From an optimization exercise on the open Yosys and OpenROAD flow, aimed at small area; shortcuts taken in it are not production practice. Function was checked by simulation only, so behaviour that the tests miss may differ from the original. Power figures rest on the tool's default switching activity, not on a simulated workload.

middle:
// ddmtd
module ddmtd
#(
  parameter integer COUNTER_BIT_WIDTH = 16
)
(
  input  wire rst_n_ddmtdclk_i,
  input  wire clk_a_i,
  input  wire clk_b_i,
  input  wire clk_ddmtd_i,
  input  wire [15:0]  deglitch_threshold_i,
  output wire signed [COUNTER_BIT_WIDTH-1:0] phase_diff_o,
  output reg                                 phase_diff_p_o
);
  wire [15:0] rel_a, rel_b;
  wire        tag_a_p, tag_b_p;
  deglitcher deglitcher_inst_a (
    .rst_n_ddmtdclk_i     (rst_n_ddmtdclk_i),
    .clk_in_i             (clk_a_i),
    .clk_ddmtd_i          (clk_ddmtd_i),
    .deglitch_threshold_i (deglitch_threshold_i),
    .tag_o                (rel_a),
    .tag_p_o              (tag_a_p)
  );
  deglitcher deglitcher_inst_b (
    .rst_n_ddmtdclk_i     (rst_n_ddmtdclk_i),
    .clk_in_i             (clk_b_i),
    .clk_ddmtd_i          (clk_ddmtd_i),
    .deglitch_threshold_i (deglitch_threshold_i),
    .tag_o                (rel_b),
    .tag_p_o              (tag_b_p)
  );
  reg  wait_a, wait_b;
  wire wait_tag = ~(wait_a | wait_b);
  wire done_a   = wait_a & tag_a_p;                  
  wire done_b   = wait_b & tag_b_p;                  
  wire both     = wait_tag & tag_a_p & tag_b_p;      
  wire only_a   = wait_tag & tag_a_p & ~tag_b_p;     
  wire only_b   = wait_tag & tag_b_p & ~tag_a_p;     
  always @(posedge clk_ddmtd_i) begin
    if (!rst_n_ddmtdclk_i) begin
      phase_diff_p_o <= 1'b0;
      wait_a         <= 1'b0;
      wait_b         <= 1'b0;
    end else begin
      phase_diff_p_o <= both | done_a | done_b;
      wait_a         <= only_b | (wait_a & ~tag_a_p);
      wait_b         <= only_a | (wait_b & ~tag_b_p);
    end
  end
  reg  [15:0] temp;
  wire        a_rel_b  = tag_b_p & ~wait_a;                
  wire        a_temp   = wait_a | (wait_b & ~tag_b_p);     
  wire        b_nrel_a = only_a | both | done_a;
  wire        b_ones   = wait_b & ~tag_b_p;
  wire        ci       = ~(wait_b | only_a);
  wire [15:0] a = ({16{a_rel_b}} & rel_b) | ({16{a_temp}} & temp);
  wire [15:0] b = ({16{b_nrel_a}} & ~rel_a) | ({16{done_b}} & temp) | {16{b_ones}};
  wire [15:0] g = a & b;
  wire [15:0] p = a ^ b;
  wire [16:0] c;
  assign c[0] = ci;
  genvar k;
  generate
    for (k = 0; k < 16; k = k + 4) begin : cla
      assign c[k+1] = g[k]   | (p[k]   & c[k]);
  ...
Size in the first run: roughly 490 cells after synthesis, roughly 0.0043 mm² of cells after synthesis.
clock: 4.0 ns
lec_check: 0
cap_margin: 0
core_margin: 2
core_utilization: 60
cts_buf_list: sky130_fd_sc_hd__clkbuf_4 sky130_fd_sc_hd__clkbuf_8
gpl_timing_driven: 0
slew_margin: 0
standard.sh (not shown) runs the stock make flow with config.mk's settings and CLKGATE_MAP_FILE= SYNTH_SCRIPT=/design/flow/synth_recipe.tcl, a recipe that flattens the netlist after the stock synthesis.
==> flow/flow/run.sh <==
#!/bin/bash
# The standard layout (standard.sh), with three changes:
#  - synthesis leaves the adders to ABC (no extract_fa into ha/fa cells) and
#    maps the logic with an area-oriented ABC script (flow/area.abc) instead of
#    ORFS's speed script; everything else in synthesis, and so every register,
#    is as in the standard synthesis;
#  - the port buffers are the smallest buffer (buf_1);
#  - clock tree synthesis adds no dummy loads.
set -e
W=$(pwd)
export BUFFER_PORTS_ARGS="-buffer_cell sky130_fd_sc_hd__buf_1"
export CTS_ARGS="-sink_clustering_enable -repair_clock_nets -dont_use_dummy_load -buf_list {sky130_fd_sc_hd__clkbuf_4 sky130_fd_sc_hd__clkbuf_8}"
cat > "$W/flow_synth.tcl" <<EOT
proc extract_fa {args} {
  puts "flow: extract_fa skipped; abc maps the adders"
}
proc abc {args} {
  set i [lsearch -exact \$args -script]
  if { \$i >= 0 } { lset args [expr { \$i + 1 }] $W/flow/area.abc }
  yosys abc {*}\$args
}
source $W/synth_recipe.tcl
EOT
bash standard.sh SYNTH_SCRIPT="$W/flow_synth.tcl" finish > standard.log 2>&1
==> flow/flow/area.abc <==
&get -n
&st
&dch
&nf -R 1000
&put
Per the final summary, middle finished and its layout is clean on timing, DRC and antenna.
Setup changes, middle to west
Settings: putting PLACE_DENSITY at 0.45 where nothing was set.
==> flow/flow/run.sh <==
#!/bin/bash
# The standard layout (standard.sh), with three changes:
#  - synthesis maps the logic with an area-oriented ABC script (flow/area.abc)
#    instead of ORFS's speed script; everything else in synthesis, and so every
#    register, is as in the standard synthesis;
#  - the port buffers are the smallest buffer (buf_1);
#  - clock tree synthesis adds no dummy loads.
set -e
W=$(pwd)
export BUFFER_PORTS_ARGS="-buffer_cell sky130_fd_sc_hd__buf_1"
export CTS_ARGS="-sink_clustering_enable -repair_clock_nets -dont_use_dummy_load -buf_list {sky130_fd_sc_hd__clkbuf_4 sky130_fd_sc_hd__clkbuf_8}"
cat > "$W/flow_synth.tcl" <<EOT
proc abc {args} {
  set i [lsearch -exact \$args -script]
  if { \$i >= 0 } { lset args [expr { \$i + 1 }] $W/flow/area.abc }
  yosys abc {*}\$args
}
source $W/synth_recipe.tcl
EOT
bash standard.sh SYNTH_SCRIPT="$W/flow_synth.tcl" finish > standard.log 2>&1
==> flow/flow/area.abc <==
&get -n
&st
&syn2
&dch -f
&nf -a -R 1000
&put
In west, the synthesized netlist net count came out about 1.8% above the value in middle.
Cell count after placement for west: 19 down relative to middle
Compared to middle, west has synthesized-area fraction occupied by ao, oa, aoi and oai cells 1.4 points higher.
Compared with middle, west shows vias after detailed routing that has gone down by a few percent.
Looking at middle and west, the final area is a wash.
From middle to west the numbers moved as follows: wire length on met3 went down; ratio of routed vias to standard cells lower; signal arrival time at the worst endpoint has increased.

* * *

Setup of job 3386:
Starting RTL as in the previous note.
Settings: LEC_CHECK=0, CAP_MARGIN=0, CORE_MARGIN=2, CORE_UTILIZATION=60, CTS_BUF_LIST=sky130_fd_sc_hd__clkbuf_4 sky130_fd_sc_hd__clkbuf_8, GPL_TIMING_DRIVEN=1, SLEW_MARGIN=0; clock period 4.0 ns.
==> flow/flow/run.sh <==
#!/bin/bash
# The standard layout (standard.sh), with three changes:
#  - synthesis leaves the adders to ABC (no extract_fa into ha/fa cells) and
#    maps the logic with an area-oriented ABC script (flow/area.abc) instead of
#    ORFS's speed script; everything else in synthesis, and so every register,
#    is as in the standard synthesis;
#  - the port buffers are the smallest buffer (buf_1);
#  - clock tree synthesis adds no dummy loads.
set -e
W=$(pwd)
export BUFFER_PORTS_ARGS="-buffer_cell sky130_fd_sc_hd__buf_1"
export CTS_ARGS="-sink_clustering_enable -repair_clock_nets -dont_use_dummy_load -buf_list {sky130_fd_sc_hd__clkbuf_4 sky130_fd_sc_hd__clkbuf_8}"
cat > "$W/flow_synth.tcl" <<EOT
proc extract_fa {args} {
  puts "flow: extract_fa skipped; abc maps the adders"
}
proc abc {args} {
  set i [lsearch -exact \$args -script]
  if { \$i >= 0 } { lset args [expr { \$i + 1 }] $W/flow/area.abc }
  yosys abc {*}\$args
}
source $W/synth_recipe.tcl
EOT
bash standard.sh SYNTH_SCRIPT="$W/flow_synth.tcl" finish > standard.log 2>&1
==> flow/flow/area.abc <==
&get -n
&st
&syn2
&dch -f
&nf -a -R 1000
&put
Looking at the reports, job 3386 completed the entire flow and the layout it produced met the timing, DRC and antenna checks.
For job 2554, these inputs were changed with respect to job 3386:
- changing GPL_TIMING_DRIVEN from 1 to 0
==> flow/flow/area.abc <==
&get -n
&st
&dc2
&syn2
&dch -f
&nf -R 1000
&put
Results
- Job 2554 ran in full, but the layout does not pass; the checks complain about setup timing.
- On job 2554: post-detailed-placement cell area is 4.7% lower than what job 3386 gave.
- First-pass GRT wire length in job 2554 vs job 3386: up 600 um
- For part of the power in combinational logic, job 2554 and job 3386 come out practically identical.
- On number of buffers created by CTS, job 3386 tracks job 2554 almost exactly.
- Sort job 3386 and job 2554 by global-route usage over all layers, ascending, and job 3386 comes first.
- NOTE: cell area in job 2554 exceeds that of job 3386
- Between job 2554 and job 3386, the power after layout does not differ in any meaningful way.
- For worst-skew pair later-pin latency, job 3386 and job 2554 come out practically identical.
- Against job 3386 as the reference, job 2554 delivers a higher layout overhead on the synthesized area.
- Job 2554 vs job 3386 on share of power burned in the clock network: job 2554 is the higher one.
- Relative to job 3386, utilization increased by 4.7 points in job 2554.
Modified inputs, job 1671 compared to job 2554
- putting PLACE_DENSITY at 0.8 where nothing was set
==> flow/flow/run.sh <==
#!/bin/bash
# The standard layout (standard.sh), with three changes:
#  - synthesis maps the logic with an area-oriented ABC script (flow/area.abc)
#    instead of ORFS's speed script; everything else in synthesis, and so every
#    register, is as in the standard synthesis;
#  - the port buffers are the smallest buffer (buf_1);
#  - clock tree synthesis adds no dummy loads.
set -e
W=$(pwd)
export BUFFER_PORTS_ARGS="-buffer_cell sky130_fd_sc_hd__buf_1"
export CTS_ARGS="-sink_clustering_enable -repair_clock_nets -dont_use_dummy_load -buf_list {sky130_fd_sc_hd__clkbuf_4 sky130_fd_sc_hd__clkbuf_8}"
cat > "$W/flow_synth.tcl" <<EOT
proc abc {args} {
  set i [lsearch -exact \$args -script]
  if { \$i >= 0 } { lset args [expr { \$i + 1 }] $W/flow/area.abc }
  yosys abc {*}\$args
}
source $W/synth_recipe.tcl
EOT
bash standard.sh SYNTH_SCRIPT="$W/flow_synth.tcl" finish > standard.log 2>&1
==> flow/flow/area.abc <==
&get -n
&st
&syn2
&dch -f
&nf -a -R 1000
&put
[summary]
NOTE: floorplan die width in job 1671 exceeds that of job 2554. Going from job 2554 to job 1671, the worst reg-to-reg setup slack was found to have gone up by 670 ps. On power, job 1671 does better than job 2554. Number of multi-input logic gates (higher): job 2554. Job 1671 and job 2554: one clean run, job 1671; the rest did not finish clean. The flow completed for job 2554, but it is not clean: the layout still shows setup timing. Job 2554 has a lower die footprint than job 1671. Synthesized area deteriorates in job 1671 relative to job 2554. Reported for job 1671 and job 2554, flip-flop and latch count turned out identical to the last digit.
The following lists how job 3495 was set up differently from job 1671:
- PLACE_DENSITY no longer set, was 0.8
==> flow/flow/run.sh <==
#!/bin/bash
# The standard layout (standard.sh), with three changes:
#  - synthesis leaves the adders to ABC (no extract_fa into ha/fa cells) and
#    maps the logic with an area-oriented ABC script (flow/area.abc) instead of
#    ORFS's speed script; everything else in synthesis, and so every register,
#    is as in the standard synthesis;
#  - the port buffers are the smallest buffer (buf_1);
#  - clock tree synthesis adds no dummy loads.
set -e
W=$(pwd)
export BUFFER_PORTS_ARGS="-buffer_cell sky130_fd_sc_hd__buf_1"
export CTS_ARGS="-sink_clustering_enable -repair_clock_nets -dont_use_dummy_load -buf_list {sky130_fd_sc_hd__clkbuf_4 sky130_fd_sc_hd__clkbuf_8}"
cat > "$W/flow_synth.tcl" <<EOT
proc extract_fa {args} {
  puts "flow: extract_fa skipped; abc maps the adders"
}
proc abc {args} {
  set i [lsearch -exact \$args -script]
  if { \$i >= 0 } { lset args [expr { \$i + 1 }] $W/flow/area.abc }
  yosys abc {*}\$args
}
source $W/synth_recipe.tcl
EOT
bash standard.sh SYNTH_SCRIPT="$W/flow_synth.tcl" finish > standard.log 2>&1
==> flow/flow/area.abc <==
&get -n
&st
&syn3
&syn2
&dch -f
&nf -a -R 1000
&put
==> comparison <==
The layout from job 3495, despite a flow that completed every stage, fails the layout checks, with the failing checks listed as setup timing. Global-route usage on job 3495 is up relative to job 1671. Taking job 1671 over job 3495, the count of plain and timing-repair buffers in the layout ratio works out to 0.61. | initial core utilization | job 3495 vs job 1671 | 0.84 points higher |. Share of synthesized flip-flops with an asynchronous set or reset came out exactly the same in job 1671 and job 3495. Going from job 1671 to job 3495, the netlist area before placement was found to have gone down by 4.5%. Diff job 1671 -> job 3495: global-route wire length before repair increased by 11% relative to the old numbers, number of well-tap cells placed decreased by about 20% relative to the old numbers. Re xor and xnor fraction of the mapped netlist area: job 3495 is 2.6 points up on job 1671.

re-timing with driven ports:
How much do the figures lean on ideal ports? The routed layouts below were timed once more, with nothing changed but the port constraints. Step 1 sets driving cells, clkbuf_16 on the clock port and buf_2 on the other inputs (assumed; they add their load-dependent delay and slew). Step 2 also shifts input and output timing later by t, the mid clock arrival at the registers, as if the neighbouring blocks saw the same clock. Slacks: no drivers / after step 1 / after step 2; pairs: no drivers / after step 1.
run	shift t [ns]	setup slack, ns	slew at the worst register clock pin (ns)
middle	0.368	0.300 / 0.307 / -0.061	0.09 / 0.09
west	0.369	0.217 / 0.217 / -0.086	0.10 / 0.10
job 3386	0.370	0.327 / 0.327 / 0.113	0.09 / 0.09
job 2554	0.383	-0.442 / -0.442 / -0.442	0.09 / 0.09
job 1671	0.370	0.230 / 0.230 / -0.100	0.09 / 0.09
job 3495	0.377	-0.494 / -0.494 / -0.494	0.09 / 0.09
With both steps, setup timing fails in middle, west and job 1671, where it was met with ideal ports. For middle, which loses most, drivers alone change the setup slack by +0.007 ns; drivers and shift together by -0.361 ns.
